Context: an optimization exercise on an open-source flow, tuned for small area, a short achievable clock period and few clock cycles. The choices shown serve that exercise and are no tape-out recipe.
In this exercise RTL edits were held to simulation tests only and were not proved equivalent to the original.
Power and IR drop assume default switching activity.

==> design/flow/design.v <==
`timescale 1ns/10ps
module pfx_add #(parameter N = 16, parameter L = 4) (
	input  [N-1:0] x,
	input  [N-1:0] y,
	input          cin,
	output [N-1:0] s,
	output [N-1:0] c,
	output         cout
);
	wire [N-1:0] g0 = x & y;
	wire [N-1:0] p0 = x ^ y;
	wire [N-1:0] G [0:L];
	wire [N-1:0] P [0:L];
	assign G[0] = {g0[N-1:1], g0[0] | (p0[0] & cin)};
	assign P[0] = p0;
	genvar l, i;
	generate
		for (l = 1; l <= L; l = l + 1) begin : lv
			for (i = 0; i < N; i = i + 1) begin : bt
				if ((i >> (l - 1)) & 1) begin : op
					localparam integer J = ((i >> (l - 1)) << (l - 1)) - 1;
					assign G[l][i] = G[l-1][i] | (P[l-1][i] & G[l-1][J]);
					assign P[l][i] = P[l-1][i] & P[l-1][J];
				end else begin : pass
					assign G[l][i] = G[l-1][i];
					assign P[l][i] = P[l-1][i];
				end
			end
		end
	endgenerate
	assign c = {G[L][N-2:0], cin};
	assign s = p0 ^ c;
	assign cout = G[L][N-1];
endmodule
`timescale 1ns/10ps
module mul_step (
	input  [16:0] h,      
	input  [16:0] A,      
	input  [7:0]  C,      
	input         neg,    
	output [24:0] t
);
	wire w1, w2, w3, w4, w5, w6, w7, w8, w9, w10, w11, w12, w13, w14, w15, w16, w17, w18, w19, w20, w21, w22, w23, w24, w25, w26, w27, w28, w29, w30, w31, w32, w33, w34, w35, w36, w37, w38, w39, w40, w41, w42, w43, w44, w45, w46, w47, w48, w49, w50, w51, w52, w53, w54, w55, w56, w57, w58, w59, w60, w61, w62, w63, w64, w65, w66, w67, w68, w69, w70, w71, w72, w73, w74, w75, w76, w77, w78, w79, w80, w81, w82, w83, w84, w85, w86, w87, w88, w89, w90, w91, w92, w93, w94, w95, w96, w97, w98, w99, w100, w101, w102, w103, w104, w105, w106, w107, w108, w109, w110, w111, w112, w113, w114, w115, w116, w117, w118, w119, w120, w121, w122, w123, w124, w125, w126, w127, w128, w129, w130, w131, w132, w133, w134, w135, w136, w137, w138, w139, w140, w141, w142, w143, w144, w145, w146, w147, w148, w149, w150, w151, w152, w153, w154, w155, w156, w157, w158, w159, w160, w161, w162, w163, w164, w165, w166, w167, w168, w169, w170, w171, w172, w173, w174, w175, w176, w177, w178, w179, w180, w181, w182, w183, w184, w185, w186, w187, w188, w189, w190, w191, w192, w193, w194, w195, w196, w197, w198, w199, w200, w201, w202, w203, w204, w205, w206, w207, w208, w209, w210, w211, w212, w213, w214, w215, w216, w217, w218, w219, w220, w221, w222, w223, w224;
	assign w1 = h[1] ^ (C[0] & A[1]) ^ (C[1] & A[0]);
	assign w2 = (h[1] & (C[0] & A[1])) | (h[1] & (C[1] & A[0])) | ((C[0] & A[1]) & (C[1] & A[0]));
	assign w3 = h[2] ^ (C[0] & A[2]) ^ (C[1] & A[1]);
	assign w4 = (h[2] & (C[0] & A[2])) | (h[2] & (C[1] & A[1])) | ((C[0] & A[2]) & (C[1] & A[1]));
	assign w5 = (C[2] & A[0]) ^ w2 ^ w3;
	assign w6 = ((C[2] & A[0]) & w2) | ((C[2] & A[0]) & w3) | (w2 & w3);
	assign w7 = h[3] ^ (C[0] & A[3]) ^ (C[1] & A[2]);
	assign w8 = (h[3] & (C[0] & A[3])) | (h[3] & (C[1] & A[2])) | ((C[0] & A[3]) & (C[1] & A[2]));
	assign w9 = (C[2] & A[1]) ^ (C[3] & A[0]) ^ w4;
	assign w10 = ((C[2] & A[1]) & (C[3] & A[0])) | ((C[2] & A[1]) & w4) | ((C[3] & A[0]) & w4);
	assign w11 = w7 ^ w6 ^ w9;
	assign w12 = (w7 & w6) | (w7 & w9) | (w6 & w9);
	assign w13 = h[4] ^ (C[0] & A[4]) ^ (C[1] & A[3]);
	assign w14 = (h[4] & (C[0] & A[4])) | (h[4] & (C[1] & A[3])) | ((C[0] & A[4]) & (C[1] & A[3]));
	assign w15 = (C[2] & A[2]) ^ (C[3] & A[1]) ^ (C[4] & A[0]);
	assign w16 = ((C[2] & A[2]) & (C[3] & A[1])) | ((C[2] & A[2]) & (C[4] & A[0])) | ((C[3] & A[1]) & (C[4] & A[0]));
	assign w17 = w8 ^ w13 ^ w15;
	assign w18 = (w8 & w13) | (w8 & w15) | (w13 & w15);
	assign w19 = w10 ^ w17 ^ w12;
	assign w20 = (w10 & w17) | (w10 & w12) | (w17 & w12);
	assign w21 = h[5] ^ (C[0] & A[5]) ^ (C[1] & A[4]);
	assign w22 = (h[5] & (C[0] & A[5])) | (h[5] & (C[1] & A[4])) | ((C[0] & A[5]) & (C[1] & A[4]));
	assign w23 = (C[2] & A[3]) ^ (C[3] & A[2]) ^ (C[4] & A[1]);
	assign w24 = ((C[2] & A[3]) & (C[3] & A[2])) | ((C[2] & A[3]) & (C[4] & A[1])) | ((C[3] & A[2]) & (C[4] & A[1]));
	assign w25 = (C[5] & A[0]) ^ w14 ^ w16;
	assign w26 = ((C[5] & A[0]) & w14) | ((C[5] & A[0]) & w16) | (w14 & w16);
	assign w27 = w21 ^ w23 ^ w18;
	assign w28 = (w21 & w23) | (w21 & w18) | (w23 & w18);
	assign w29 = w25 ^ w27 ^ w20;
	assign w30 = (w25 & w27) | (w25 & w20) | (w27 & w20);
	assign w31 = h[6] ^ (C[0] & A[6]) ^ (C[1] & A[5]);
	assign w32 = (h[6] & (C[0] & A[6])) | (h[6] & (C[1] & A[5])) | ((C[0] & A[6]) & (C[1] & A[5]));
	assign w33 = (C[2] & A[4]) ^ (C[3] & A[3]) ^ (C[4] & A[2]);
	assign w34 = ((C[2] & A[4]) & (C[3] & A[3])) | ((C[2] & A[4]) & (C[4] & A[2])) | ((C[3] & A[3]) & (C[4] & A[2]));
	assign w35 = (C[5] & A[1]) ^ (C[6] & A[0]) ^ w22;
	assign w36 = ((C[5] & A[1]) & (C[6] & A[0])) | ((C[5] & A[1]) & w22) | ((C[6] & A[0]) & w22);
	assign w37 = w24 ^ w31 ^ w33;
	assign w38 = (w24 & w31) | (w24 & w33) | (w31 & w33);
	assign w39 = w26 ^ w35 ^ w37;
	assign w40 = (w26 & w35) | (w26 & w37) | (w35 & w37);
	assign w41 = w28 ^ w39 ^ w30;
	assign w42 = (w28 & w39) | (w28 & w30) | (w39 & w30);
	assign w43 = h[7] ^ (C[0] & A[7]) ^ (C[1] & A[6]);
	assign w44 = (h[7] & (C[0] & A[7])) | (h[7] & (C[1] & A[6])) | ((C[0] & A[7]) & (C[1] & A[6]));
	assign w45 = (C[2] & A[5]) ^ (C[3] & A[4]) ^ (C[4] & A[3]);
	assign w46 = ((C[2] & A[5]) & (C[3] & A[4])) | ((C[2] & A[5]) & (C[4] & A[3])) | ((C[3] & A[4]) & (C[4] & A[3]));
	assign w47 = (C[5] & A[2]) ^ (C[6] & A[1]) ^ (C[7] & (A[0] ^ neg));
	assign w48 = ((C[5] & A[2]) & (C[6] & A[1])) | ((C[5] & A[2]) & (C[7] & (A[0] ^ neg))) | ((C[6] & A[1]) & (C[7] & (A[0] ^ neg)));
	assign w49 = (C[7] & neg) ^ w32 ^ w34;
	assign w50 = ((C[7] & neg) & w32) | ((C[7] & neg) & w34) | (w32 & w34);
	assign w51 = w43 ^ w45 ^ w47;
	assign w52 = (w43 & w45) | (w43 & w47) | (w45 & w47);
	assign w53 = w36 ^ w38 ^ w49;
	assign w54 = (w36 & w38) | (w36 & w49) | (w38 & w49);
	assign w55 = w51 ^ w40 ^ w53;
	assign w56 = (w51 & w40) | (w51 & w53) | (w40 & w53);
	assign w57 = h[8] ^ (C[0] & A[8]) ^ (C[1] & A[7]);
	assign w58 = (h[8] & (C[0] & A[8])) | (h[8] & (C[1] & A[7])) | ((C[0] & A[8]) & (C[1] & A[7]));
	assign w59 = (C[2] & A[6]) ^ (C[3] & A[5]) ^ (C[4] & A[4]);
	assign w60 = ((C[2] & A[6]) & (C[3] & A[5])) | ((C[2] & A[6]) & (C[4] & A[4])) | ((C[3] & A[5]) & (C[4] & A[4]));
	assign w61 = (C[5] & A[3]) ^ (C[6] & A[2]) ^ (C[7] & (A[1] ^ neg));
	assign w62 = ((C[5] & A[3]) & (C[6] & A[2])) | ((C[5] & A[3]) & (C[7] & (A[1] ^ neg))) | ((C[6] & A[2]) & (C[7] & (A[1] ^ neg)));
	assign w63 = w44 ^ w46 ^ w48;
	assign w64 = (w44 & w46) | (w44 & w48) | (w46 & w48);
	assign w65 = w57 ^ w59 ^ w61;
	assign w66 = (w57 & w59) | (w57 & w61) | (w59 & w61);
	assign w67 = w50 ^ w52 ^ w63;
	assign w68 = (w50 & w52) | (w50 & w63) | (w52 & w63);
	assign w69 = w65 ^ w54 ^ w67;
	assign w70 = (w65 & w54) | (w65 & w67) | (w54 & w67);
	assign w71 = h[9] ^ (C[0] & A[9]) ^ (C[1] & A[8]);
	assign w72 = (h[9] & (C[0] & A[9])) | (h[9] & (C[1] & A[8])) | ((C[0] & A[9]) & (C[1] & A[8]));
	assign w73 = (C[2] & A[7]) ^ (C[3] & A[6]) ^ (C[4] & A[5]);
	assign w74 = ((C[2] & A[7]) & (C[3] & A[6])) | ((C[2] & A[7]) & (C[4] & A[5])) | ((C[3] & A[6]) & (C[4] & A[5]));
	assign w75 = (C[5] & A[4]) ^ (C[6] & A[3]) ^ (C[7] & (A[2] ^ neg));
	assign w76 = ((C[5] & A[4]) & (C[6] & A[3])) | ((C[5] & A[4]) & (C[7] & (A[2] ^ neg))) | ((C[6] & A[3]) & (C[7] & (A[2] ^ neg)));
	assign w77 = w58 ^ w60 ^ w62;
	assign w78 = (w58 & w60) | (w58 & w62) | (w60 & w62);
	assign w79 = w71 ^ w73 ^ w75;
	assign w80 = (w71 & w73) | (w71 & w75) | (w73 & w75);
	assign w81 = w64 ^ w66 ^ w77;
	assign w82 = (w64 & w66) | (w64 & w77) | (w66 & w77);
	assign w83 = w79 ^ w68 ^ w81;
	assign w84 = (w79 & w68) | (w79 & w81) | (w68 & w81);
	assign w85 = h[10] ^ (C[0] & A[10]) ^ (C[1] & A[9]);
	assign w86 = (h[10] & (C[0] & A[10])) | (h[10] & (C[1] & A[9])) | ((C[0] & A[10]) & (C[1] & A[9]));
	assign w87 = (C[2] & A[8]) ^ (C[3] & A[7]) ^ (C[4] & A[6]);
	assign w88 = ((C[2] & A[8]) & (C[3] & A[7])) | ((C[2] & A[8]) & (C[4] & A[6])) | ((C[3] & A[7]) & (C[4] & A[6]));
	assign w89 = (C[5] & A[5]) ^ (C[6] & A[4]) ^ (C[7] & (A[3] ^ neg));
	assign w90 = ((C[5] & A[5]) & (C[6] & A[4])) | ((C[5] & A[5]) & (C[7] & (A[3] ^ neg))) | ((C[6] & A[4]) & (C[7] & (A[3] ^ neg)));
	assign w91 = w72 ^ w74 ^ w76;
	assign w92 = (w72 & w74) | (w72 & w76) | (w74 & w76);
	assign w93 = w85 ^ w87 ^ w89;
	assign w94 = (w85 & w87) | (w85 & w89) | (w87 & w89);
	assign w95 = w78 ^ w80 ^ w91;
	assign w96 = (w78 & w80) | (w78 & w91) | (w80 & w91);
	assign w97 = w93 ^ w82 ^ w95;
	assign w98 = (w93 & w82) | (w93 & w95) | (w82 & w95);
	assign w99 = h[11] ^ (C[0] & A[11]) ^ (C[1] & A[10]);
	assign w100 = (h[11] & (C[0] & A[11])) | (h[11] & (C[1] & A[10])) | ((C[0] & A[11]) & (C[1] & A[10]));
	assign w101 = (C[2] & A[9]) ^ (C[3] & A[8]) ^ (C[4] & A[7]);
	assign w102 = ((C[2] & A[9]) & (C[3] & A[8])) | ((C[2] & A[9]) & (C[4] & A[7])) | ((C[3] & A[8]) & (C[4] & A[7]));
	assign w103 = (C[5] & A[6]) ^ (C[6] & A[5]) ^ (C[7] & (A[4] ^ neg));
	assign w104 = ((C[5] & A[6]) & (C[6] & A[5])) | ((C[5] & A[6]) & (C[7] & (A[4] ^ neg))) | ((C[6] & A[5]) & (C[7] & (A[4] ^ neg)));
	assign w105 = w86 ^ w88 ^ w90;
	assign w106 = (w86 & w88) | (w86 & w90) | (w88 & w90);
	assign w107 = w99 ^ w101 ^ w103;
	assign w108 = (w99 & w101) | (w99 & w103) | (w101 & w103);
	assign w109 = w92 ^ w94 ^ w105;
	assign w110 = (w92 & w94) | (w92 & w105) | (w94 & w105);
	assign w111 = w107 ^ w96 ^ w109;
	assign w112 = (w107 & w96) | (w107 & w109) | (w96 & w109);
	assign w113 = h[12] ^ (C[0] & A[12]) ^ (C[1] & A[11]);
	assign w114 = (h[12] & (C[0] & A[12])) | (h[12] & (C[1] & A[11])) | ((C[0] & A[12]) & (C[1] & A[11]));
	assign w115 = (C[2] & A[10]) ^ (C[3] & A[9]) ^ (C[4] & A[8]);
	assign w116 = ((C[2] & A[10]) & (C[3] & A[9])) | ((C[2] & A[10]) & (C[4] & A[8])) | ((C[3] & A[9]) & (C[4] & A[8]));
	assign w117 = (C[5] & A[7]) ^ (C[6] & A[6]) ^ (C[7] & (A[5] ^ neg));
	assign w118 = ((C[5] & A[7]) & (C[6] & A[6])) | ((C[5] & A[7]) & (C[7] & (A[5] ^ neg))) | ((C[6] & A[6]) & (C[7] & (A[5] ^ neg)));
	assign w119 = w100 ^ w102 ^ w104;
	assign w120 = (w100 & w102) | (w100 & w104) | (w102 & w104);
	assign w121 = w113 ^ w115 ^ w117;
	assign w122 = (w113 & w115) | (w113 & w117) | (w115 & w117);
	assign w123 = w106 ^ w108 ^ w119;
	assign w124 = (w106 & w108) | (w106 & w119) | (w108 & w119);
	assign w125 = w121 ^ w110 ^ w123;
	assign w126 = (w121 & w110) | (w121 & w123) | (w110 & w123);
	assign w127 = h[13] ^ (C[0] & A[13]) ^ (C[1] & A[12]);
	assign w128 = (h[13] & (C[0] & A[13])) | (h[13] & (C[1] & A[12])) | ((C[0] & A[13]) & (C[1] & A[12]));
	assign w129 = (C[2] & A[11]) ^ (C[3] & A[10]) ^ (C[4] & A[9]);
	assign w130 = ((C[2] & A[11]) & (C[3] & A[10])) | ((C[2] & A[11]) & (C[4] & A[9])) | ((C[3] & A[10]) & (C[4] & A[9]));
	assign w131 = (C[5] & A[8]) ^ (C[6] & A[7]) ^ (C[7] & (A[6] ^ neg));
	assign w132 = ((C[5] & A[8]) & (C[6] & A[7])) | ((C[5] & A[8]) & (C[7] & (A[6] ^ neg))) | ((C[6] & A[7]) & (C[7] & (A[6] ^ neg)));
	assign w133 = w114 ^ w116 ^ w118;
	assign w134 = (w114 & w116) | (w114 & w118) | (w116 & w118);
	assign w135 = w127 ^ w129 ^ w131;
	assign w136 = (w127 & w129) | (w127 & w131) | (w129 & w131);
	assign w137 = w120 ^ w122 ^ w133;
	assign w138 = (w120 & w122) | (w120 & w133) | (w122 & w133);
	assign w139 = w135 ^ w124 ^ w137;
	assign w140 = (w135 & w124) | (w135 & w137) | (w124 & w137);
	assign w141 = h[14] ^ (C[0] & A[14]) ^ (C[1] & A[13]);
	assign w142 = (h[14] & (C[0] & A[14])) | (h[14] & (C[1] & A[13])) | ((C[0] & A[14]) & (C[1] & A[13]));
	assign w143 = (C[2] & A[12]) ^ (C[3] & A[11]) ^ (C[4] & A[10]);
	assign w144 = ((C[2] & A[12]) & (C[3] & A[11])) | ((C[2] & A[12]) & (C[4] & A[10])) | ((C[3] & A[11]) & (C[4] & A[10]));
	assign w145 = (C[5] & A[9]) ^ (C[6] & A[8]) ^ (C[7] & (A[7] ^ neg));
	assign w146 = ((C[5] & A[9]) & (C[6] & A[8])) | ((C[5] & A[9]) & (C[7] & (A[7] ^ neg))) | ((C[6] & A[8]) & (C[7] & (A[7] ^ neg)));
	assign w147 = w128 ^ w130 ^ w132;
	assign w148 = (w128 & w130) | (w128 & w132) | (w130 & w132);
	assign w149 = w141 ^ w143 ^ w145;
	assign w150 = (w141 & w143) | (w141 & w145) | (w143 & w145);
	assign w151 = w134 ^ w136 ^ w147;
	assign w152 = (w134 & w136) | (w134 & w147) | (w136 & w147);
	assign w153 = w149 ^ w138 ^ w151;
	assign w154 = (w149 & w138) | (w149 & w151) | (w138 & w151);
	assign w155 = h[15] ^ (C[0] & A[15]) ^ (C[1] & A[14]);
	assign w156 = (h[15] & (C[0] & A[15])) | (h[15] & (C[1] & A[14])) | ((C[0] & A[15]) & (C[1] & A[14]));
	assign w157 = (C[2] & A[13]) ^ (C[3] & A[12]) ^ (C[4] & A[11]);
	assign w158 = ((C[2] & A[13]) & (C[3] & A[12])) | ((C[2] & A[13]) & (C[4] & A[11])) | ((C[3] & A[12]) & (C[4] & A[11]));
	assign w159 = (C[5] & A[10]) ^ (C[6] & A[9]) ^ (C[7] & (A[8] ^ neg));
	assign w160 = ((C[5] & A[10]) & (C[6] & A[9])) | ((C[5] & A[10]) & (C[7] & (A[8] ^ neg))) | ((C[6] & A[9]) & (C[7] & (A[8] ^ neg)));
	assign w161 = w142 ^ w144 ^ w146;
	assign w162 = (w142 & w144) | (w142 & w146) | (w144 & w146);
	assign w163 = w155 ^ w157 ^ w159;
	assign w164 = (w155 & w157) | (w155 & w159) | (w157 & w159);
	assign w165 = w148 ^ w150 ^ w161;
	assign w166 = (w148 & w150) | (w148 & w161) | (w150 & w161);
	assign w167 = w163 ^ w152 ^ w165;
	assign w168 = (w163 & w152) | (w163 & w165) | (w152 & w165);
	assign w169 = ~h[16] ^ ~(C[0] & A[16]) ^ (C[1] & A[15]);
	assign w170 = (~h[16] & ~(C[0] & A[16])) | (~h[16] & (C[1] & A[15])) | (~(C[0] & A[16]) & (C[1] & A[15]));
	assign w171 = (C[2] & A[14]) ^ (C[3] & A[13]) ^ (C[4] & A[12]);
	assign w172 = ((C[2] & A[14]) & (C[3] & A[13])) | ((C[2] & A[14]) & (C[4] & A[12])) | ((C[3] & A[13]) & (C[4] & A[12]));
	assign w173 = (C[5] & A[11]) ^ (C[6] & A[10]) ^ (C[7] & (A[9] ^ neg));
	assign w174 = ((C[5] & A[11]) & (C[6] & A[10])) | ((C[5] & A[11]) & (C[7] & (A[9] ^ neg))) | ((C[6] & A[10]) & (C[7] & (A[9] ^ neg)));
	assign w175 = w156 ^ w158 ^ w160;
	assign w176 = (w156 & w158) | (w156 & w160) | (w158 & w160);
	assign w177 = w169 ^ w171 ^ w173;
	assign w178 = (w169 & w171) | (w169 & w173) | (w171 & w173);
	assign w179 = w162 ^ w164 ^ w175;
	assign w180 = (w162 & w164) | (w162 & w175) | (w164 & w175);
	assign w181 = w177 ^ w166 ^ w179;
	assign w182 = (w177 & w166) | (w177 & w179) | (w166 & w179);
	assign w183 = ~(C[1] & A[16]) ^ (C[2] & A[15]) ^ (C[3] & A[14]);
	assign w184 = (~(C[1] & A[16]) & (C[2] & A[15])) | (~(C[1] & A[16]) & (C[3] & A[14])) | ((C[2] & A[15]) & (C[3] & A[14]));
	assign w185 = (C[4] & A[13]) ^ (C[5] & A[12]) ^ (C[6] & A[11]);
	assign w186 = ((C[4] & A[13]) & (C[5] & A[12])) | ((C[4] & A[13]) & (C[6] & A[11])) | ((C[5] & A[12]) & (C[6] & A[11]));
	assign w187 = (C[7] & (A[10] ^ neg)) ^ w170 ^ w172;
	assign w188 = ((C[7] & (A[10] ^ neg)) & w170) | ((C[7] & (A[10] ^ neg)) & w172) | (w170 & w172);
	assign w189 = w174 ^ w183 ^ w185;
	assign w190 = (w174 & w183) | (w174 & w185) | (w183 & w185);
	assign w191 = w176 ^ w178 ^ w187;
	assign w192 = (w176 & w178) | (w176 & w187) | (w178 & w187);
	assign w193 = w189 ^ w180 ^ w191;
	assign w194 = (w189 & w180) | (w189 & w191) | (w180 & w191);
	assign w195 = ~(C[2] & A[16]) ^ (C[3] & A[15]) ^ (C[4] & A[14]);
	assign w196 = (~(C[2] & A[16]) & (C[3] & A[15])) | (~(C[2] & A[16]) & (C[4] & A[14])) | ((C[3] & A[15]) & (C[4] & A[14]));
	assign w197 = (C[5] & A[13]) ^ (C[6] & A[12]) ^ (C[7] & (A[11] ^ neg));
	assign w198 = ((C[5] & A[13]) & (C[6] & A[12])) | ((C[5] & A[13]) & (C[7] & (A[11] ^ neg))) | ((C[6] & A[12]) & (C[7] & (A[11] ^ neg)));
	assign w199 = w184 ^ w186 ^ w195;
	assign w200 = (w184 & w186) | (w184 & w195) | (w186 & w195);
	assign w201 = w197 ^ w188 ^ w190;
	assign w202 = (w197 & w188) | (w197 & w190) | (w188 & w190);
	assign w203 = w199 ^ w192 ^ w201;
	assign w204 = (w199 & w192) | (w199 & w201) | (w192 & w201);
	assign w205 = ~(C[3] & A[16]) ^ (C[4] & A[15]) ^ (C[5] & A[14]);
	assign w206 = (~(C[3] & A[16]) & (C[4] & A[15])) | (~(C[3] & A[16]) & (C[5] & A[14])) | ((C[4] & A[15]) & (C[5] & A[14]));
	assign w207 = (C[6] & A[13]) ^ (C[7] & (A[12] ^ neg)) ^ w196;
	assign w208 = ((C[6] & A[13]) & (C[7] & (A[12] ^ neg))) | ((C[6] & A[13]) & w196) | ((C[7] & (A[12] ^ neg)) & w196);
	assign w209 = w198 ^ w205 ^ w200;
	assign w210 = (w198 & w205) | (w198 & w200) | (w205 & w200);
	assign w211 = w207 ^ w202 ^ w209;
	assign w212 = (w207 & w202) | (w207 & w209) | (w202 & w209);
	assign w213 = ~(C[4] & A[16]) ^ (C[5] & A[15]) ^ (C[6] & A[14]);
	assign w214 = (~(C[4] & A[16]) & (C[5] & A[15])) | (~(C[4] & A[16]) & (C[6] & A[14])) | ((C[5] & A[15]) & (C[6] & A[14]));
	assign w215 = (C[7] & (A[13] ^ neg)) ^ w206 ^ w213;
	assign w216 = ((C[7] & (A[13] ^ neg)) & w206) | ((C[7] & (A[13] ^ neg)) & w213) | (w206 & w213);
	assign w217 = w208 ^ w215 ^ w210;
	assign w218 = (w208 & w215) | (w208 & w210) | (w215 & w210);
	assign w219 = ~(C[5] & A[16]) ^ (C[6] & A[15]) ^ (C[7] & (A[14] ^ neg));
	assign w220 = (~(C[5] & A[16]) & (C[6] & A[15])) | (~(C[5] & A[16]) & (C[7] & (A[14] ^ neg))) | ((C[6] & A[15]) & (C[7] & (A[14] ^ neg)));
	assign w221 = w214 ^ w219 ^ w216;
	assign w222 = (w214 & w219) | (w214 & w216) | (w219 & w216);
	assign w223 = ~(C[6] & A[16]) ^ (C[7] & (A[15] ^ neg)) ^ w220;
	assign w224 = (~(C[6] & A[16]) & (C[7] & (A[15] ^ neg))) | (~(C[6] & A[16]) & w220) | ((C[7] & (A[15] ^ neg)) & w220);
	wire [24:0] xx = {1'b1, ~(C[7] & (A[16] ^ neg)), w223, w221, w212, w204, w194, w182, w168, w154, w140, w126, w112, w98, w84, w70, w56, w55, w41, w29, w19, w11, w5, w1, h[0]};
	wire [24:0] yy = {1'b0, w224, w222, w218, w217, w211, w203, w193, w181, w167, w153, w139, w125, w111, w97, w83, w69, w42, 1'b0, 1'b0, 1'b0, 1'b0, 1'b0, 1'b0, (C[0] & A[0])};
	wire [24:0] cc;
	wire co;
	pfx_add #(25, 5) add_i (.x(xx), .y(yy), .cin(1'b0), .s(t), .c(cc), .cout(co));
endmodule
`timescale 1ns/10ps
module zmc_alu (
	input  [15:0] a_in,
	input  [15:0] b_in,
	input  [7:0]  op_in,
	input         z_flag_in,
	input         s_flag_in,
	input         c_flag_in,
	input         ovr_flag_in,
	input         clk,
	input         a_reset_l,
	output reg [15:0] c_out,
	output reg    z_flag_out,
	output reg    s_flag_out,
	output reg    c_flag_out,
	output reg    ovr_flag_out,
	output        valid_out
);
	wire [15:0] a = a_in;
	wire [15:0] b = b_in;
	wire [3:0]  n = op_in[3:0];
	wire        cont = op_in[5];
	wire        zi = z_flag_in, si = s_flag_in, ci = c_flag_in, vi = ovr_flag_in;
	wire hi00    = (op_in[7:6] == 2'b00) & ~op_in[4];
	wire n_arith = (n == 4'h0) | (n == 4'h1) | (n == 4'h3) | (n == 4'h4) | (n == 4'h8) | (n == 4'hB);
	wire g_arith = hi00 & n_arith;
	wire g_logic = (op_in[7:4] == 4'h4);
	wire g_shift = (op_in[7:4] == 4'h8) & ~(op_in[2] & op_in[1]);
	wire is_mul  = hi00 & (n == 4'h2);
	wire is_div  = (op_in == 8'h0F);
	wire is_md   = is_mul | is_div;
	wire signd   = op_in[5];
	wire        x_a    = op_in[3] & ~op_in[2];                
	wire        x_ones = ~op_in[3] & op_in[2];                
	wire        x_d    = op_in[3] & op_in[2];                 
	wire        y_inv  = op_in[1] & op_in[0];                 
	wire        cin    = cont ? (ci & (op_in[3] | op_in[2] | op_in[0])) : op_in[0];
	wire        sel_a, sel_a1, sel_r;
	wire [15:0] dx;
	wire [15:0] x = ({16{sel_a}} & a) | ({16{sel_a1}} & {1'b0, a[15:1]}) |
	                ({16{sel_r}} & dx) | {16{x_ones}};
	wire [15:0] y = y_inv ? ~b : b;
	wire [15:0] sum, carry;
	wire        c16;
	pfx_add #(16) add_i (.x(x), .y(y), .cin(cin), .s(sum), .c(carry), .cout(c16));
	wire        c15 = carry[15];
	wire        sum_zero = (sum == 16'd0);
	wire        b_nz   = |b;
	wire        b_lnz  = |b[14:0];
	wire        neg_sub = ~cont & y_inv;       
	wire        negc    = cont & (n == 4'h3);  
	reg ar_c, ar_v;
	always @(*) begin
		if (negc) begin
			ar_c = b_nz | ci;
			ar_v = ~ci & b[15] & ~b_lnz;
		end else if (neg_sub) begin
			ar_c = c16 & b_nz;
			ar_v = (c16 & b_nz) ^ (c15 & b_lnz);
		end else begin
			ar_c = c16;
			ar_v = c16 ^ c15;
		end
	end
	wire mov   = (n == 4'h0);
	wire ar_z  = mov ? zi : (sum_zero & (~cont | zi));
	wire ar_s  = mov ? si : sum[15];
	wire ar_cf = mov ? ci : ar_c;
	wire ar_vf = mov ? vi : ar_v;
	reg [15:0] lg;
	integer i;
	always @(*) begin
		for (i = 0; i < 16; i = i + 1)
			lg[i] = op_in[{b[i], a[i]}];
		if (n == 4'hF) lg = 16'h0001;
	end
	reg        sh_fill, sh_c;
	reg [15:0] sh;
	always @(*) begin
		sh_c = ci;
		case (op_in[2:0])
			3'd0: sh_fill = 1'b0;
			3'd1: sh_fill = 1'b1;
			3'd2: sh_fill = op_in[3] ? b[0] : b[15];
			3'd4: sh_fill = op_in[3] ? b[15] : b[0];
			default: sh_fill = ci;
		endcase
		if (op_in[2:0] == 3'd5) sh_c = op_in[3] ? b[15] : b[0];
		sh = op_in[3] ? {b[14:0], sh_fill} : {sh_fill, b[15:1]};
	end
	reg         busy;  
	reg         vreg;  
	reg  [3:0]  pos;   
	reg  [16:0] ra;    
	reg  [14:0] rb;    
	wire        first = ~busy;
	wire [24:0] t;
	mul_step mul_i (
		.h(first ? 17'd0 : ra),
		.A({signd & a[15], a}),
		.C(first ? b[7:0] : b[15:8]),
		.neg(signd & ~first),
		.t(t)
	);
	reg  [3:0]  nf;
	integer k;
	always @(*) begin
		nf = 4'd15;
		for (k = 0; k < 16; k = k + 1)
			if (b[k]) nf = 15 - k;
	end
	wire        nf_small = b[15] | b[14];
	wire [15:0] r_init = {1'b0, a[15:1]} >> nf;
	reg         abit;  
	wire [3:0]  pos_m1 = (busy ? pos : nf) - 4'd1;
	wire [3:0]  pos_next = (busy | nf_small) ? pos_m1 : nf;
	assign      dx = {ra[14:0], abit};
	assign      sel_r  = x_d & busy;
	assign      sel_a  = x_a | (x_d & ~busy & b[15]);
	assign      sel_a1 = x_d & ~busy & ~b[15];
	wire        q = (busy & ra[15]) | c16;
	wire [15:0] r_next = q ? sum : x;
	always @(posedge clk or negedge a_reset_l) begin
		if (!a_reset_l) begin
			busy <= 1'b0;
			vreg <= 1'b0;
		end else begin
			busy <= is_md & ~vreg;
			vreg <= ~vreg & ((busy & (is_mul | (is_div & (pos == 4'd0)))) | (~busy & is_div & b[15]));
		end
	end
	always @(posedge clk) begin
		pos  <= pos_next;
		abit <= a[pos_next];
		if (is_mul) begin
			ra <= t[24:8];
			rb <= {7'd0, t[7:0]};
		end else begin
			ra <= {1'b0, (busy | nf_small) ? r_next : r_init};
			rb <= busy ? {rb[13:0], q} : {14'd0, q & nf_small};
		end
	end
	assign valid_out = vreg;
	wire [15:0] md_out = vreg ? ra[15:0] :
	                     is_mul ? {t[7:0], rb[7:0]} : {busy ? rb[14:0] : 15'd0, q};
	wire a_z  = ~(|a);
	wire md_z = is_div ? (a_z & b_nz) : (a_z | ~b_nz);
	wire md_s = is_div ? si : (signd & (a[15] ^ b[15]));
	wire md_v = is_div ? ~b_nz : vi;
	always @(*) begin
		c_out = 16'd0; z_flag_out = 1'b0; s_flag_out = 1'b0; c_flag_out = 1'b0; ovr_flag_out = 1'b0;
		if (g_arith) begin
			c_out = sum; z_flag_out = ar_z; s_flag_out = ar_s; c_flag_out = ar_cf; ovr_flag_out = ar_vf;
		end else if (g_logic) begin
			c_out = lg; z_flag_out = (lg == 16'd0); s_flag_out = lg[15]; c_flag_out = ci; ovr_flag_out = vi;
		end else if (g_shift) begin
			c_out = sh; z_flag_out = (sh == 16'd0); s_flag_out = sh[15]; c_flag_out = sh_c; ovr_flag_out = vi;
		end else if (is_md) begin
			c_out = md_out; z_flag_out = md_z; s_flag_out = md_s; c_flag_out = ci; ovr_flag_out = md_v;
		end
	end
endmodule
==> design/flow/flow/run.sh <==
#!/bin/bash
# Layout flow: the standard flow (standard.sh) with two changes: the port
# buffers that global placement inserts on every input and output are
# sky130_fd_sc_hd__buf_2 instead of the cell the resizer picks by default, and
# timing repair aims at 5.5 ns of setup slack instead of config.mk's 5.
# The output of the whole run goes to standard.log in this folder; ORFS keeps
# each step's log under orfs/logs.
set -e
export BUFFER_PORTS_ARGS="-buffer_cell sky130_fd_sc_hd__buf_2"
sed 's/SETUP_SLACK_MARGIN=[0-9.]*/SETUP_SLACK_MARGIN=5.5/' standard.sh > standard_margin.sh
bash standard_margin.sh > standard.log 2>&1
==> design/flow/standard.sh <==
#!/bin/bash
# synth_recipe.tcl (not shown) runs the flow's synth.tcl, then flattens the netlist and writes it again
# the make line also repeats each setting of config.mk as NAME=value (left out here)
make -C /OpenROAD-flow-scripts/flow DESIGN_CONFIG=/design/flow/config.mk WORK_HOME=/design/flow/orfs CLKGATE_MAP_FILE= SYNTH_SCRIPT=/design/flow/synth_recipe.tcl "${@:-finish}"
==> design/flow/config.mk <==
export PLATFORM = sky130hd
export DESIGN_NAME = zmc_alu
export DESIGN_NICKNAME = zmc_alu
export VERILOG_FILES = /design/flow/design.v
export SDC_FILE = /design/flow/constraint.sdc
export NUM_CORES = 4
export LEC_CHECK = 0
export ABC_AREA = 1
export ABC_CLOCK_PERIOD_IN_PS = 8000
export CAP_MARGIN = 20
export CORE_MARGIN = 2
export CORE_UTILIZATION = 40
export SETUP_SLACK_MARGIN = 5
export SLEW_MARGIN = 20
==> design/flow/constraint.sdc <==
create_clock -name core_clock -period 16.0 [get_ports {clk}]
set_input_delay 3.2000 -clock core_clock [delete_from_list [all_inputs] [get_ports {clk}]]
set_output_delay 3.2000 -clock core_clock [all_outputs]
set_load 0.01 [all_outputs]
==> reports/qor.tcl, run 1 <==
set qor(run_status) {timing/DRC/antenna clean}
set qor(grt.overflow.total) 0
set qor(power_switching_share_pct) 54.3
set qor(timing.critical_path.mode_cell) {nand2_2}
set qor(min_period_over_period_pct) 64.9
set qor(gp_congestion) 0.999
set qor(yosys.cell_types.count) 55
set qor(synthFlopType) {dfxtp_1}
set qor(buffer_ports.inserted) 66
set qor(cts_buffers) 5
set qor(core_region_area_um2) 24200
set qor(antenna_cells_inserted) 0
set qor(postRouteWirelength_um) 43200
set qor(clock_tree.htree_level_count) 2
set qor(mappedNetlistArea_um2) 9840
set qor(synth_warnings) 3
set qor(crit_type) {primary input to primary output}
set qor(slew_headroom_pct) 19.0
set qor(drv_slew) 0
set qor(vdd.ir_drop.worst_mv) 0.0870
set qor(syn-instance-count) 1509
set qor(regArea_um2) 791
set qor(mostFrequentLayoutCell) {nand2_1}
set qor(grt_max_degree) 40
set qor(power.share.clock_pct) 11.9
set qor(final_hold_fails) 0
set qor(grt_setup_unrepaired) {false}
set qor(layout_common_cells) {nand2_1 (329), inv_1 (190), nor2_1 (144)}
set qor(cts_buffer_depth) 2
set qor(firstDrtPassIters) 6
set qor(filler_cell_count) 2597
set qor(power.static_leakage_nw) 5.30
set qor(total_power_mw) 1.00
set qor(startpoint_class_of_the_critical_path) {primary input}
set qor(multi_input_area_um2) 8000
set qor(ys_async_sr_fraction_pct) 5.13
set qor(cts.clk_slew.worst_paths_ns) 0.07
set qor(power.density_cell_area_nw_per_um2) 89.6
set qor(layout-area-overhead-vs-synth_pct) 13.7
set qor(remaining_drc_errors) 0
set qor(postSynthAreaPerCell_um2) 6.52
set qor(clock_tree_skew_after_final_layout_ns) 0.0175
set qor(gr_usage_total_pct) 32.8
set qor(total_negative_slack_for_setup_checks_ns) 0
set qor(synth.ff_latch_count) 39
set qor(power.internal_mw) 0.459
set qor(worst_ep_arrival_ns) 7.18
set qor(clock_insertion_delay_worst_skew_ns) 0.30
set qor(clockRootBuffer) {clkbuf_16}
set qor(maxCapViolCount) 0
set qor(route.detailed.vias_per_inst) 5.88
set qor(finalCriticalPeriod_ns) 10.38
set qor(place.detailed.hpwl_um) 33000
set qor(numClockSinks) 39
set qor(synth_sequential_area_ratio_pct) 8.04
set qor(wire_length_of_the_first_global_routing_pass_um) 64000
set qor(vias) 11100
set qor(cts_tree) {yes}
set qor(cpMaxStageDelayCell) {fa_2}
set qor(fmaxAchievable_mhz) 96.3
set qor(tightest_slew_ns) 1.20
set qor(antenna_found_initial) 1
set qor(die_y_um) 161
set qor(start_util_pct) 40.6
set qor(slowest_delay_ns) 0.46
set qor(synth-edff-count) 0
set qor(setup-violations-final) 0
set qor(synth_fp_nets) 1710
set qor(die_area_um2) 25900
set qor(power_frac_seq_pct) 13.1
set qor(core.rowCount) 57
set qor(number_of_global_route_vias_before_repair) 10200
set qor(critPathMaxFanout) 12
set qor(critical_path_required_ns) 12.80
set qor(comb_power_share_pct) 75.1
set qor(final_layout_size_suffix_gt1_share_pct) 14.8
set qor(min_path_type) {flop to flop}
set qor(total_switching_power_mw) 0.544
set qor(num_io_pins) 67
set qor(fin_nets) 1764
set qor(initialDrtViolationCount) 1477
set qor(wirelength_per_cell_um) 22.9
set qor(die_x_um) 161
set qor(ant_nets) 0
set qor(endpoint_kind) {primary output}
## registers in the layout, indices dropped and copies added, names as in the netlist
signal  flops
vreg        1
abit        1
busy        1
rb         15
pos         4
ra         17
## power groups by stage
stage	clock [mW]	sequential, mW	combinational [mW]
6_report	0.119	0.131	0.753
5_1_grt	0.123	0.131	0.832
4_1_cts	0.119	0.129	0.727
3_5_place_dp	0	0.131	0.710
3_3_place_gp	0	0.131	0.705
2_1_floorplan	0	0.120	0.514
## layout make-up
cell class / instances / share of cell area, %
timing repair inverter: 1 / 0.0447
timing repair buffer: 120 / 7.95
tap: 324 / 3.62
multi-input combinational: 1161 / 71.5
sequential: 39 / 7.07
clock buffer: 7 / 1.19
clock inverter: 1 / 0.268
inverter: 235 / 8.40
## logic make-up (layout without fill, tap and decap cells)
kind of cell	count (synthesis)	in the layout	synth area share, %
simple gates	669	669	29.3
buf+inv	309	364	12.3
compound gates	301	301	18.3
fa+ha+maj	155	155	28.8
flops	39	39	8.04
xor+xnor	36	36	3.20
## metal layers
| layer | vias to the layer above | global-route usage (%) | wire, um |
|---|---|---|---|
| met5 | - | 0 | 12 |
| met4 | 2 | 12.5 | 2200 |
| met3 | 121 | 8.08 | 4830 |
| met2 | 697 | 50.2 | 18400 |
| met1 | 5277 | 44.8 | 17700 |
| li1 | 4998 | - | - |
## final timing paths
check,slack [ns],start,endpoint,depth (start not counted)
max,5.62,op_in[3],z_flag_out,28
min,0.44,rb[9],rb[10],2
max reg2reg,9.52,busy,ra[9],24
min reg2reg,0.44,rb[9],rb[10],2
max in group asynchronous,13.24,a_reset_l,busy,1
min in group asynchronous,2.67,a_reset_l,busy,1
## per-stage QoR
step	util [%]	setup slack [ns]	cell area, um^2	hold slack (ns)	cells
finish	46.2	5.62	11200	0.441	1888
global route	46.2	5.48	11200	0.460	1888
CTS	44.6	5.49	10800	0.444	1861
detailed placement	42.6	5.02	10300	0.426	1837
global placement	42.6	5.08	10300	0.426	1837
floorplan	-	5.91	9840	0.405	1509
## repair_timing
action                     CTS  global route
hold endpoints to repair     0             0
hold buffers                 0             0
setup endpoints to repair    7             5
gates resized for setup     40            56
pin swaps                    4            18
cloned                       4             1
buffers inserted            12            26
## cell usage after synthesis, drive strengths merged (3+ instances only)
master	instances	area [um^2]
a211oi	10	75.1
a21oi	84	454
a221oi	9	78.8
a22oi	3	22.5
a31oi	10	62.6
buf	30	168
clkbuf	44	165
clkinv	15	56.3
dfxtp	37	741
fa	119	2380
ha	36	450
inv	220	826
nand2	348	1350
nand3	125	641
nand4	11	68.8
nor2	159	634
nor3	11	71.3
nor4	8	65.1
o2111ai	8	70.1
o211ai	25	188
o21a	4	30.0
o21ai	122	618
o221ai	7	61.3
o22ai	10	62.6
xnor2	6	52.6
xor2	30	263
## worst max-delay path: cells and delay by family
kind	cells	cell delay, ns
buf+inv	5	0.74
simple gates	16	1.53
fa+ha+maj	2	0.84
compound gates	5	0.91
Testbench counts, summed over its fixed seeds: cycles 5,871.
==> run 2: changes to the inputs <==
--- a/design/flow/design.v
+++ b/design/flow/design.v
@@ -317,7 +317,7 @@
 	wire        c16;
 	pfx_add #(16) add_i (.x(x), .y(y), .cin(cin), .s(sum), .c(carry), .cout(c16));
 	wire        c15 = carry[15];
-	wire        sum_zero = (sum == 16'd0);
+	wire        sum_zero = ((x ^ y) == {x[14:0] | y[14:0], cin});
 	wire        b_nz   = |b;
 	wire        b_lnz  = |b[14:0];
 	wire        neg_sub = ~cont & y_inv;       
==> design/flow/flow/run.sh (replaced) <==
#!/bin/bash
# Layout flow: the standard flow (standard.sh) with two changes: the port
# buffers that global placement inserts on every input and output are
# sky130_fd_sc_hd__buf_4 instead of the cell the resizer picks by default, and
# timing repair aims at 5.5 ns of setup slack instead of config.mk's 5.
# The output of the whole run goes to standard.log in this folder; ORFS keeps
# each step's log under orfs/logs.
set -e
export BUFFER_PORTS_ARGS="-buffer_cell sky130_fd_sc_hd__buf_4"
sed 's/SETUP_SLACK_MARGIN=[0-9.]*/SETUP_SLACK_MARGIN=5.5/' standard.sh > standard_margin.sh
bash standard_margin.sh > standard.log 2>&1
--- a/design/flow/config.mk
+++ b/design/flow/config.mk
@@ -5,7 +5,6 @@
 export SDC_FILE = /design/flow/constraint.sdc
 export NUM_CORES = 4
 export LEC_CHECK = 0
-export ABC_AREA = 1
 export ABC_CLOCK_PERIOD_IN_PS = 8000
 export CAP_MARGIN = 20
 export CORE_MARGIN = 2
==> run 2 against run 1 <==
Sequential share of layout area shrank 0.13 points; critical path type unchanged; wire length shrank 4.5%; fmax shrank 1.2%; synthesized cell count shrank 12%; power shrank 2.4%; sequential power shrank 6%; final area grew 2.1%; utilization shrank 2.1 points; clock-buffer cell count shrank 2; global-route usage shrank 3.0 points; final cell count shrank 11%.
==> reports/qor.tcl, run 2 <==
set qor(run_status) {timing/DRC/antenna clean}
set qor(finalCriticalPeriod_ns) 10.51 ;# +0.122 ns
set qor(clock_tree_skew_after_final_layout_ns) 0.00743 ;# -0.0101 ns
set qor(synth_sequential_area_ratio_pct) 7.53 ;# -0.51 points
set qor(clockRootBuffer) {clkbuf_16}
set qor(syn-instance-count) 1332 ;# -12%
set qor(setup-violations-final) 0 ;# unchanged
set qor(utilization_pct) 44.1 ;# -2.1 points
set qor(fin_nets) 1552 ;# -12%
set qor(grt_setup_unrepaired) {true}
set qor(synth-edff-count) 0 ;# unchanged
set qor(synth_top_cells_by_area) {fa_1 (23%), dfxtp_1 (7.1%), ha_1 (6.2%)}
set qor(maxCapViolCount) 0 ;# unchanged
set qor(place_inst) 1647 ;# -10%
set qor(endpoint_kind) {primary output}
set qor(synthDominantAreaCellType) {fa_1}
set qor(critPathMaxFanout) 12 ;# unchanged
set qor(gr_usage_total_pct) 29.8 ;# -3.0 points
set qor(yosys.cell_types.count) 87 ;# +58%
set qor(mappedNetlistArea_um2) 10500 ;# +6.7%
set qor(min_path_type) {flop to flop}
set qor(crit_type) {primary input to primary output}
set qor(layout_setup_ws_ns) 5.49 ;# -0.122 ns
set qor(firstDrtPassIters) 6 ;# unchanged
set qor(initialDrtViolationCount) 1470 ;# -0.47%
set qor(core_region_area_um2) 25900 ;# +6.9%
set qor(buffer_ports.inserted) 66 ;# unchanged
set qor(largest_register_ffs) 17 ;# unchanged
set qor(vias) 10200 ;# -8.0%
set qor(synthFlopType) {dfxtp_1}
set qor(postRouteWirelength_um) 41200 ;# -4.5%
set qor(filler_cell_count) 2617 ;# +0.77%
set qor(synth.ff_latch_count) 39 ;# unchanged
set qor(start_util_pct) 40.5 ;# -0.050 points
set qor(layout_common_cells) {nand2_1 (159), inv_1 (139), fa_1 (110)}
set qor(ys_async_sr_fraction_pct) 5.13 ;# unchanged
set qor(power.static_leakage_nw) 5.06 ;# -4.7%
set qor(antenna_cells_inserted) 0 ;# unchanged
set qor(clock_tree.htree_level_count) 2 ;# unchanged
set qor(met1_usage_in_global_routing_pct) 41.2 ;# -3.6 points
set qor(postSynthAreaPerCell_um2) 7.88 ;# +21%
set qor(fmaxAchievable_mhz) 95.2 ;# -1.2%
set qor(die_area_um2) 27600 ;# +6.6%
set qor(cts_tree) {yes}
set qor(whs_ns) 0.460 ;# +0.0183 ns
set qor(slew_headroom_pct) 35.9 ;# +17 points
set qor(cts_buffer_depth) 2 ;# unchanged
set qor(numClockSinks) 39 ;# unchanged
set qor(yosys-top-cells-count) {nand2_1 (159), inv_1 (142), fa_1 (119)}
set qor(layout-area-overhead-vs-synth_pct) 8.78
set qor(clock_insertion_delay_worst_skew_ns) 0.29 ;# about the same
set qor(final_cell_count_no_fill) 1671 ;# -11%
set qor(power.density_cell_area_nw_per_um2) 85.7 ;# -4.3%
set qor(final_hold_fails) 0 ;# unchanged
set qor(ant_nets) 0 ;# unchanged
set qor(vdd.ir_drop.worst_mv) 0.104 ;# +20%
set qor(worst_ep_arrival_ns) 7.31 ;# +0.13 ns
set qor(registers.top_by_ff_count) {ra}
set qor(tightest_slew_ns) 0.958 ;# -0.241 ns
set qor(route.detailed.vias_per_inst) 6.11 ;# +4.0%
set qor(use_met3_pct) 7.77 ;# -0.31 points
set qor(cts.clk_slew.worst_paths_ns) 0.06 ;# about the same
set qor(critical_path_required_ns) 12.80 ;# about the same
set qor(grt.overflow.total) 0 ;# unchanged
set qor(wire_length_of_the_first_global_routing_pass_um) 63000 ;# -1.5%
set qor(place.detailed.hpwl_um) 31600 ;# -4.2%
set qor(number_of_global_route_vias_before_repair) 10100 ;# -0.52%
set qor(antenna_found_initial) 0 ;# -1
set qor(post_cts_hold_buffer_count) 0 ;# unchanged
set qor(synth_warnings) 3 ;# unchanged
set qor(core.rowCount) 59 ;# +3.5%
set qor(met2_usage_pct) 45.8 ;# -4.3 points
set qor(remaining_drc_errors) 0 ;# unchanged
set qor(globalRoute.busiestLayer) {met2}
set qor(multi_input_area_um2) 8770 ;# +9.6%
set qor(largestRegisters) {ra x17, rb x15, pos x4}
set qor(min_period_over_period_pct) 65.7 ;# +0.77 points
set qor(final_layout_size_suffix_gt1_share_pct) 13.5 ;# -1.2 points
set qor(cts_buffers) 5 ;# unchanged
set qor(yosysTopAreaCellShare_pct) 22.7 ;# -1.5 points
set qor(gp_congestion) 1.01 ;# +0.61%
set qor(regArea_um2) 792 ;# +0.16%
set qor(num_io_pins) 67 ;# unchanged
set qor(die_x_um) 166 ;# +3.2%
set qor(synth.most_common_cell) {nand2_1}
set qor(total_negative_slack_for_setup_checks_ns) 0 ;# unchanged
set qor(detailedPlace.worstSlack_ns) 4.99 ;# -0.0281 ns
set qor(wirelength_per_cell_um) 24.7 ;# +7.9%
set qor(synth_fp_nets) 1549 ;# -9.4%
set qor(drv_slew) 0 ;# unchanged
set qor(grt_max_degree) 55 ;# +38%
set qor(startpoint_class_of_the_critical_path) {primary input}
set qor(mostFrequentLayoutCell) {nand2_1}
set qor(die_y_um) 166 ;# +3.2%
==> run 2: kinds of logic (layout without fill, tap and decap cells) <==
group,Yosys count,after routing,synth area share [%]
adders and majority gates,171,171,28.9
buffers and inverters,243,247,10.1
AOI/OAI and AO/OA,288,288,18.3
muxes,71,71,8.51
xor gates and xnor gates,68,68,5.67
DFF,39,39,7.53
and+or+nand+nor,452,452,20.9
==> run 2: what timing repair did <==
action                                  CTS  global route
endpoints found under the setup margin    5            10
gates resized for setup                  14            38
cloned                                    0             0
buffers inserted                          4            12
pin swaps                                 6            17
==> run 2: path summary, 6_finish.rpt <==
| kind | start | to | slack, ns | cells after the start |
|---|---|---|---|---|
| max | b_in[1] | c_out[15] | 5.49 | 18 |
| max in group asynchronous | a_reset_l | vreg | 13.22 | 1 |
| max reg2reg | busy | ra[14] | 9.32 | 20 |
| min in group asynchronous | a_reset_l | vreg | 2.68 | 1 |
| min reg2reg | rb[10] | rb[11] | 0.46 | 1 |
| min | rb[10] | rb[11] | 0.46 | 1 |
==> run 2: per-layer routing <==
layer	up-vias	routed length (um)	share of wire (%)
met5	-	0	0
met4	0	1410	3.4
met3	97	4650	11
met2	559	18300	44
met1	5022	16900	41
li1	4530	-	-
==> run 2: report_power, final <==
group          switching, mW  internal [mW]  leakage (nW)  total, mW
clock                 0.0447         0.0571        0.0733      0.102
combinational          0.446          0.308          4.65      0.754
sequential            0.0122          0.111         0.332      0.123
total                  0.503          0.476          5.06      0.979
==> run 2: cell type report <==
cell class / instances / area share, %
clock inverters: 3 / 0.131
repair buffers: 94 / 6.62
multi-input cells: 1050 / 76.8
inverters: 145 / 4.80
well taps: 335 / 3.67
flip-flops and latches: 39 / 6.93
clock buffers: 5 / 1.10
==> run 2: stage by stage <==
step	instance area, um^2	total power [mW]
after floorplan	10500	0.618
after global placement	11000	0.820
after detailed placement	11000	0.825
after CTS	11200	0.944
after global routing	11400	1.06
final	11400	0.979
==> run 2: worst max-delay path, stage by stage <==
cell	delay (ns)
buf_12	0.11
mux2_4	0.32
buf_4	0.16
buf_6	0.14
and2_1	0.17
fa_1	0.54
fa_2	0.45
fa_2	0.54
inv_2	0.04
fa_2	0.45
nor3_4	0.24
xnor2_2	0.11
a211oi_2	0.25
a21oi_2	0.06
nor2_2	0.19
nor3_2	0.05
a21oi_1	0.13
buf_4	0.13
Testbench counts of run 2, summed over its fixed seeds: cycles 5,871.
==> run 3: changes to the inputs <==
==> design/flow/flow/run.sh (replaced) <==
#!/bin/bash
# Layout flow: the standard flow (standard.sh) with one change: the port
# buffers that global placement inserts on every input and output are
# sky130_fd_sc_hd__buf_2 instead of the cell the resizer picks by default.
# The output of the whole run goes to standard.log in this folder; ORFS keeps
# each step's log under orfs/logs.
set -e
export BUFFER_PORTS_ARGS="-buffer_cell sky130_fd_sc_hd__buf_2"
bash standard.sh > standard.log 2>&1
==> run 3 against run 2 <==
Fmax fell by 2.4%; clock-buffer cell count did not move; sequential cell count did not move; combinational power fell by 3.6%; via count barely moved; sequential share of layout area rose by 0.18 points; synthesized area did not move; final cell count fell by 0.30%; worst setup slack got worse by 0.26 ns; wire length rose by 0.42%; first-iteration DRC count fell by 12%; global-route usage fell by 0.26 points; largest power group unchanged.
==> reports/qor.tcl, run 3 <==
set qor(total_power_mw) 0.969 ;# -0.97%
set qor(wire_length_of_the_first_global_routing_pass_um) 62000 ;# -1.6%
set qor(clock_insertion_delay_worst_skew_ns) 0.30 ;# about the same
set qor(run_status) {timing/DRC/antenna clean}
set qor(cts_buffer_depth) 2 ;# unchanged
set qor(power.static_leakage_nw) 4.98 ;# -1.5%
set qor(clock_tree_skew_after_final_layout_ns) 0.0114 ;# +0.00399 ns
set qor(gp_congestion) 1.04 ;# +3.0%
set qor(fmaxAchievable_mhz) 92.9 ;# -2.4%
set qor(synth_warnings) 3 ;# unchanged
set qor(min_path_type) {flop to flop}
set qor(ys_async_sr_fraction_pct) 5.13 ;# unchanged
set qor(numClockSinks) 39 ;# unchanged
set qor(core.rowCount) 59 ;# unchanged
set qor(synth-edff-count) 0 ;# unchanged
set qor(total_negative_slack_for_setup_checks_ns) 0 ;# unchanged
set qor(num_io_pins) 67 ;# unchanged
set qor(yosys.cell_types.count) 87 ;# unchanged
set qor(layout-area-overhead-vs-synth_pct) 5.80
set qor(slowest_delay_ns) 0.51 ;# -0.03 ns
set qor(timing.critical_path.mode_cell) {fa_1}
set qor(clockRootBuffer) {clkbuf_16}
set qor(worst_ep_arrival_ns) 7.57 ;# +0.26 ns
set qor(filler_cell_count) 2737 ;# +4.6%
set qor(mostFrequentLayoutCell) {nand2_1}
set qor(core_region_area_um2) 25900 ;# unchanged
set qor(layout_common_cells) {nand2_1 (159), inv_1 (142), fa_1 (119)}
set qor(buffer_ports.inserted) 66 ;# unchanged
set qor(synth.most_common_cell) {nand2_1}
set qor(synth_sequential_area_ratio_pct) 7.53 ;# unchanged
set qor(die_x_um) 166 ;# unchanged
set qor(synthDominantAreaCellType) {fa_1}
set qor(setup.reg_to_reg.worst_slack_ns) 9.10 ;# -0.22 ns
set qor(cpMaxStageDelayCell) {a221oi_1}
set qor(endpoint_kind) {primary output}
set qor(min_period_over_period_pct) 67.3 ;# +1.6 points
set qor(final_hold_fails) 0 ;# unchanged
set qor(initialDrtViolationCount) 1294 ;# -12%
set qor(antenna_found_initial) 0 ;# unchanged
set qor(cts_buffers) 5 ;# unchanged
set qor(wirelength_per_cell_um) 24.9 ;# +0.73%
set qor(largest_register_ffs) 17 ;# unchanged
set qor(gr_usage_total_pct) 29.6 ;# -0.26 points
set qor(critPathMaxFanout) 9 ;# -3
set qor(route.detailed.vias_per_inst) 6.13 ;# +0.29%
set qor(worst_r2r_path_depth) 20 ;# unchanged
set qor(synth_top_cells_by_area) {fa_1 (23%), dfxtp_1 (7.1%), ha_1 (6.2%)}
set qor(grt.overflow.total) 0 ;# unchanged
set qor(number_of_global_route_vias_before_repair) 9958 ;# -1.9%
set qor(synth_fp_nets) 1549 ;# unchanged
set qor(antenna_cells_inserted) 0 ;# unchanged
set qor(crit_path_cell_trace) {clkbuf_4 > mux2_4 > and2_1 > fa_1 > fa_1 > fa_1 > fa_1 > inv_1 > fa_1 > nand2b_1 > o21ai_0 > nand3b_1 > a221oi_1 > o21ai_0 > o21ai_0 > buf_2}
set qor(setup-violations-final) 0 ;# unchanged
set qor(regToRegEndpoint) {ra[14]}
set qor(start_util_pct) 40.5 ;# unchanged
set qor(postSynthAreaPerCell_um2) 7.88 ;# unchanged
set qor(ant_nets) 0 ;# unchanged
set qor(yosys-top-cells-count) {nand2_1 (159), inv_1 (142), fa_1 (119)}
set qor(synthFlopType) {dfxtp_1}
set qor(met1_length_um) 16700 ;# -0.97%
set qor(firstDrtPassIters) 6 ;# unchanged
set qor(cpLargestDelayFamily) {adder cells}
set qor(worstReg2RegStart) {busy}
set qor(finalCriticalPeriod_ns) 10.77 ;# +0.261 ns
set qor(fin_nets) 1547 ;# -0.32%
set qor(synth.ff_latch_count) 39 ;# unchanged
set qor(startpoint_class_of_the_critical_path) {primary input}
set qor(final_layout_size_suffix_gt1_share_pct) 11.3 ;# -2.3 points
set qor(clock_tree.htree_level_count) 2 ;# unchanged
set qor(place_inst) 1651 ;# +0.24%
set qor(route.top_layer_used) {met4}
set qor(registers.top_by_ff_count) {ra}
set qor(tightest_slew_ns) 0.904 ;# -0.0541 ns
set qor(crit_type) {primary input to primary output}
set qor(critical_path_required_ns) 12.80 ;# about the same
set qor(critical_path_source) {b_in[1]}
set qor(largestRegisters) {ra x17, rb x15, pos x4}
set qor(cp_num_cells) 16 ;# -2
set qor(die_y_um) 166 ;# unchanged
set qor(yosysTopAreaCellShare_pct) 22.7 ;# unchanged
set qor(power.density_cell_area_nw_per_um2) 87.2 ;# +1.8%
set qor(maxCapViolCount) 0 ;# unchanged
set qor(grt_max_degree) 55 ;# unchanged
set qor(cts_tree) {yes}
set qor(critPathBufInv) 3 ;# -2
set qor(die_area_um2) 27600 ;# unchanged
set qor(slew_headroom_pct) 39.5 ;# +3.6 points
set qor(setup.worst_path.end) {c_out[14]}
set qor(post_cts_hold_buffer_count) 0 ;# unchanged
set qor(mappedNetlistArea_um2) 10500 ;# unchanged
set qor(cts.clk_slew.worst_paths_ns) 0.06 ;# about the same
set qor(route.met2.wl_um) 18300 ;# +0.14%
set qor(grt_setup_unrepaired) {true}
set qor(postRouteWirelength_um) 41400 ;# +0.42%
set qor(syn-instance-count) 1332 ;# unchanged
set qor(remaining_drc_errors) 0 ;# unchanged
set qor(vdd.ir_drop.worst_mv) 0.105 ;# +0.92%
set qor(final_cell_count_no_fill) 1666 ;# -0.30%
set qor(met3_length_um) 4940 ;# +6.3%
set qor(place.detailed.hpwl_um) 31600 ;# +0.11%
set qor(vias) 10200 ;# -0.0098%
set qor(drv_slew) 0 ;# unchanged
-- run 3: cell counts after synthesis --
Identical to the previous run, type by type.
-- run 3: power breakdown --
| group | leakage (nW) | switching [mW] | internal, mW | total, mW |
|---|---|---|---|---|
| clock | 0.0838 | 0.0466 | 0.0737 | 0.120 |
| combinational | 4.56 | 0.440 | 0.286 | 0.727 |
| sequential | 0.334 | 0.0120 | 0.110 | 0.122 |
-- run 3: layout make-up --
cell class	count	area [um^2]	area share, %
sequential	39	791	7.12
clock inverter	3	43.8	0.394
tap	335	419	3.77
clock buffer	5	125	1.13
inverter	145	548	4.93
multi-input combinational	1051	8690	78.2
timing repair buffer	88	498	4.48
-- run 3: kinds of logic after synthesis --
kind of cell / count (synthesis) / synth area share, %
adder cells (fa/ha/maj): 171 / 28.9
multiplexers: 71 / 8.51
XOR/XNOR: 68 / 5.67
buffers and inverters: 243 / 10.1
flip-flops: 39 / 7.53
AO/OA/AOI/OAI: 288 / 18.3
AND/OR/NAND/NOR: 452 / 20.9
-- run 3: timing repair --
item                                    CTS  global route
buffers inserted                          0             6
pin swaps                                 0             3
endpoints found under the setup margin    1             6
hold endpoints to repair                  0             0
resized for setup                         2             7
gates cloned                              0             1
-- run 3: worst min path at each step --
stage | slack, ns | cells after the start | from | to
CTS | 0.47 | 1 | rb[8] | rb[9]
global route | 0.49 | 1 | rb[12] | rb[13]
finish | 0.46 | 1 | rb[8] | rb[9]
floorplan | 0.43 | 1 | rb[9] | rb[10]
detailed placement | 0.45 | 1 | rb[8] | rb[9]
global placement | 0.44 | 1 | rb[8] | rb[9]
-- run 3: metrics by stage --
step / setup WS (ns) / utilization [%] / cell area (um^2) / hold slack, ns
finish: 5.23 / 42.9 / 11100 / 0.464
global route: 4.96 / 42.9 / 11100 / 0.491
CTS: 5.07 / 42.6 / 11000 / 0.466
detailed placement: 4.99 / 41.9 / 10900 / 0.451
global placement: 5.03 / 41.8 / 10800 / 0.443
floorplan: 5.53 / - / 10500 / 0.429
-- run 3: metal layers --
layer	vias up	GRT usage (%)
li1	4519	-
met3	91	9.49
met1	5005	40.1
met5	-	0
met4	0	8.70
met2	592	45.2
==> run 4: changes to the inputs <==
--- a/design/flow/config.mk
+++ b/design/flow/config.mk
@@ -8,6 +8,6 @@
 export ABC_CLOCK_PERIOD_IN_PS = 8000
 export CAP_MARGIN = 20
 export CORE_MARGIN = 2
-export CORE_UTILIZATION = 40
+export CORE_UTILIZATION = 60
 export SETUP_SLACK_MARGIN = 5
 export SLEW_MARGIN = 20
==> run 4 against run 3 <==
Still clean on timing, DRC and antenna; wire length down 11%; via count up 0.55%; fmax down 1.3%; critical endpoint unchanged; largest cell class unchanged; largest power group unchanged.
==> reports/qor.tcl, run 4 <==
set qor(run_status) {timing/DRC/antenna clean}
set qor(die_area_um2) 18600 ;# -33%
set qor(initialDrtViolationCount) 1304 ;# +0.77%
set qor(yosys.cell_types.count) 87 ;# unchanged
set qor(cts_tree) {yes}
set qor(registers.top_by_ff_count) {ra}
set qor(gr_usage_total_pct) 39.7 ;# +10 points
set qor(setup-violations-final) 0 ;# unchanged
set qor(min_period_over_period_pct) 68.2 ;# +0.88 points
set qor(critPathBufInv) 3 ;# unchanged
set qor(layout-area-overhead-vs-synth_pct) 4.06
set qor(gp_congestion) 1.06 ;# +2.5%
set qor(worstReg2RegStart) {busy}
set qor(clock_insertion_delay_worst_skew_ns) 0.29 ;# about the same
set qor(clock_tree_skew_after_final_layout_ns) 0.00535 ;# -0.00607 ns
set qor(grt_max_degree) 55 ;# unchanged
set qor(timing.critical_path.mode_cell) {fa_1}
set qor(synth_sequential_area_ratio_pct) 7.53 ;# unchanged
set qor(number_of_global_route_vias_before_repair) 9414 ;# -5.5%
set qor(multi_input_area_um2) 8690 ;# about the same
set qor(die_y_um) 136 ;# -18%
set qor(core_region_area_um2) 17200 ;# -34%
set qor(wirelength_per_cell_um) 23.8 ;# -4.2%
set qor(die_x_um) 136 ;# -18%
set qor(filler_cell_count) 1577 ;# -42%
set qor(startpoint_class_of_the_critical_path) {primary input}
set qor(wire_length_of_the_first_global_routing_pass_um) 55000 ;# -11%
set qor(crit_type) {primary input to primary output}
set qor(slowest_delay_ns) 0.58 ;# +0.07 ns
set qor(synth_top_cells_by_area) {fa_1 (23%), dfxtp_1 (7.1%), ha_1 (6.2%)}
set qor(syn-instance-count) 1332 ;# unchanged
set qor(clockRootBuffer) {clkbuf_16}
set qor(postSynthAreaPerCell_um2) 7.88 ;# unchanged
set qor(synth_fp_nets) 1549 ;# unchanged
set qor(antenna_found_initial) 0 ;# unchanged
set qor(layout_setup_ws_ns) 5.09 ;# -0.140 ns
set qor(cts_buffer_depth) 2 ;# unchanged
set qor(finalCriticalPeriod_ns) 10.91 ;# +0.140 ns
set qor(min_path_type) {flop to flop}
set qor(power.static_leakage_nw) 4.94 ;# -0.82%
set qor(synthDominantAreaCellType) {fa_1}
set qor(power.density_cell_area_nw_per_um2) 86.5 ;# -0.84%
set qor(vias) 10300 ;# +0.55%
set qor(worst_ep_arrival_ns) 7.71 ;# +0.14 ns
set qor(synth.ff_latch_count) 39 ;# unchanged
set qor(grt_setup_unrepaired) {true}
set qor(regArea_um2) 792 ;# +0.16%
set qor(drv_slew) 0 ;# unchanged
set qor(ant_nets) 0 ;# unchanged
set qor(whs_ns) 0.466 ;# +0.00207 ns
set qor(largestRegisters) {ra x17, rb x15, pos x4}
set qor(route.detailed.vias_per_inst) 6.61 ;# +7.9%
set qor(fin_nets) 1544 ;# -0.19%
set qor(cts.clk_slew.worst_paths_ns) 0.06 ;# about the same
set qor(place.detailed.hpwl_um) 28600 ;# -9.7%
set qor(ys_async_sr_fraction_pct) 5.13 ;# unchanged
set qor(buffer_ports.inserted) 66 ;# unchanged
set qor(cpLargestDelayFamily) {adder cells}
set qor(final_hold_fails) 0 ;# unchanged
set qor(cts_buffers) 5 ;# unchanged
set qor(postRouteWirelength_um) 37000 ;# -11%
set qor(worst_hold_startpoint) {rb[8]}
set qor(cpMaxStageDelayCell) {a221oi_1}
set qor(largest_register_ffs) 17 ;# unchanged
set qor(layout_common_cells) {nand2_1 (159), inv_1 (142), fa_1 (119)}
set qor(grt.overflow.total) 0 ;# unchanged
set qor(core.rowCount) 48 ;# -19%
set qor(yosys-top-cells-count) {nand2_1 (159), inv_1 (142), fa_1 (119)}
set qor(critical_path_required_ns) 12.80 ;# about the same
set qor(total_negative_slack_for_setup_checks_ns) 0 ;# unchanged
set qor(endpoint_kind) {primary output}
set qor(synth_warnings) 3 ;# unchanged
set qor(crit_path_cell_trace) {buf_2 > mux2_4 > and2_1 > fa_1 > fa_1 > fa_1 > fa_1 > inv_1 > fa_1 > nand2b_1 > o21ai_0 > nand3b_1 > a221oi_1 > o21ai_0 > o21ai_0 > buf_2}
set qor(firstDrtPassIters) 8 ;# +2
set qor(mappedNetlistArea_um2) 10500 ;# unchanged
set qor(slew_headroom_pct) 27.2 ;# -12 points
set qor(maxCapViolCount) 0 ;# unchanged
set qor(synth.most_common_cell) {nand2_1}
set qor(mostFrequentLayoutCell) {nand2_1}
set qor(tightest_slew_ns) 1.09 ;# +0.184 ns
set qor(critPathMaxFanout) 9 ;# unchanged
set qor(fmaxAchievable_mhz) 91.7 ;# -1.3%
set qor(synth-edff-count) 0 ;# unchanged
set qor(antenna_cells_inserted) 0 ;# unchanged
set qor(remaining_drc_errors) 0 ;# unchanged
set qor(numClockSinks) 39 ;# unchanged
set qor(detailedPlace.worstSlack_ns) 4.84 ;# -0.153 ns
set qor(yosysTopAreaCellShare_pct) 22.7 ;# unchanged
set qor(final_layout_size_suffix_gt1_share_pct) 11.0 ;# -0.28 points
set qor(synthFlopType) {dfxtp_1}
set qor(critical_path_source) {b_in[0]}
set qor(start_util_pct) 61.1 ;# +21 points
set qor(vdd.ir_drop.worst_mv) 0.124 ;# +18%
set qor(num_io_pins) 67 ;# unchanged
set qor(clock_tree.htree_level_count) 2 ;# unchanged
[run 4: what timing repair did]
item | CTS | global route
cloned | 0 | 2
hold buffers | 0 | 0
hold endpoints to repair | 0 | 0
pin swaps | 1 | 2
setup buffers | 0 | 3
resized for setup | 1 | 7
setup endpoints to repair | 1 | 7
[run 4: per-layer routing]
layer  global-route usage, %  wire length, um
met5                       0                0
met4                    16.6             2070
met3                    9.99             4580
met2                    60.9            16100
met1                    53.3            14200
[run 4: power breakdown]
group	switching (mW)	internal, mW	leakage, nW	total (mW)
Sequential	0.0116	0.111	0.332	0.122
Clock	0.0441	0.0583	0.0664	0.102
Combinational	0.441	0.280	4.54	0.721
[run 4: stage by stage]
| step | instances | utilization [%] | instance area (um^2) | power [mW] |
|---|---|---|---|---|
| 2_1_floorplan | 1332 | - | 10500 | 0.618 |
| 3_5_place_dp | 1540 | 62.3 | 10700 | 0.824 |
| 5_1_grt | 1553 | 63.6 | 10900 | 1.01 |
| 6_report | 1553 | 63.6 | 10900 | 0.945 |
| 3_3_place_gp | 1540 | 62.3 | 10700 | 0.809 |
| 4_1_cts | 1548 | 63.2 | 10900 | 0.929 |
[run 4: cell type report]
cell class | instances | share of cell area (%)
Sequential cell | 39 | 7.25
Inverter | 145 | 5.01
Timing Repair Buffer | 84 | 4.31
Clock inverter | 3 | 0.218
Clock buffer | 5 | 1.14
Tap cell | 225 | 2.58
Multi-Input combinational cell | 1052 | 79.5
[run 4: path summary, 6_finish.rpt]
path                              to  slack, ns  depth (start not counted)
max                        c_out[14]       5.09                         16
min                            rb[9]       0.47                          1
max reg2reg                   ra[14]       9.16                         20
min reg2reg                    rb[9]       0.47                          1
max in group asynchronous       vreg      13.21                          1
min in group asynchronous       vreg       2.68                          1
[run 4: kinds of logic after synthesis]
logic type	synth area share [%]
multiplexers	8.51
AND/OR/NAND/NOR	20.9
AO/OA/AOI/OAI	18.3
buffers and inverters	10.1
flip-flops	7.53
adder cells (fa/ha/maj)	28.9
XOR/XNOR	5.67

Re-timed with assumed drivers on the ports (clkbuf_16 on the clock, buf_2 on other inputs), run 4 has 5.073 ns of setup slack against 5.094 ns with ideal ports, and 5.073 ns once port delays also move by the mid clock arrival of 0.324 ns.
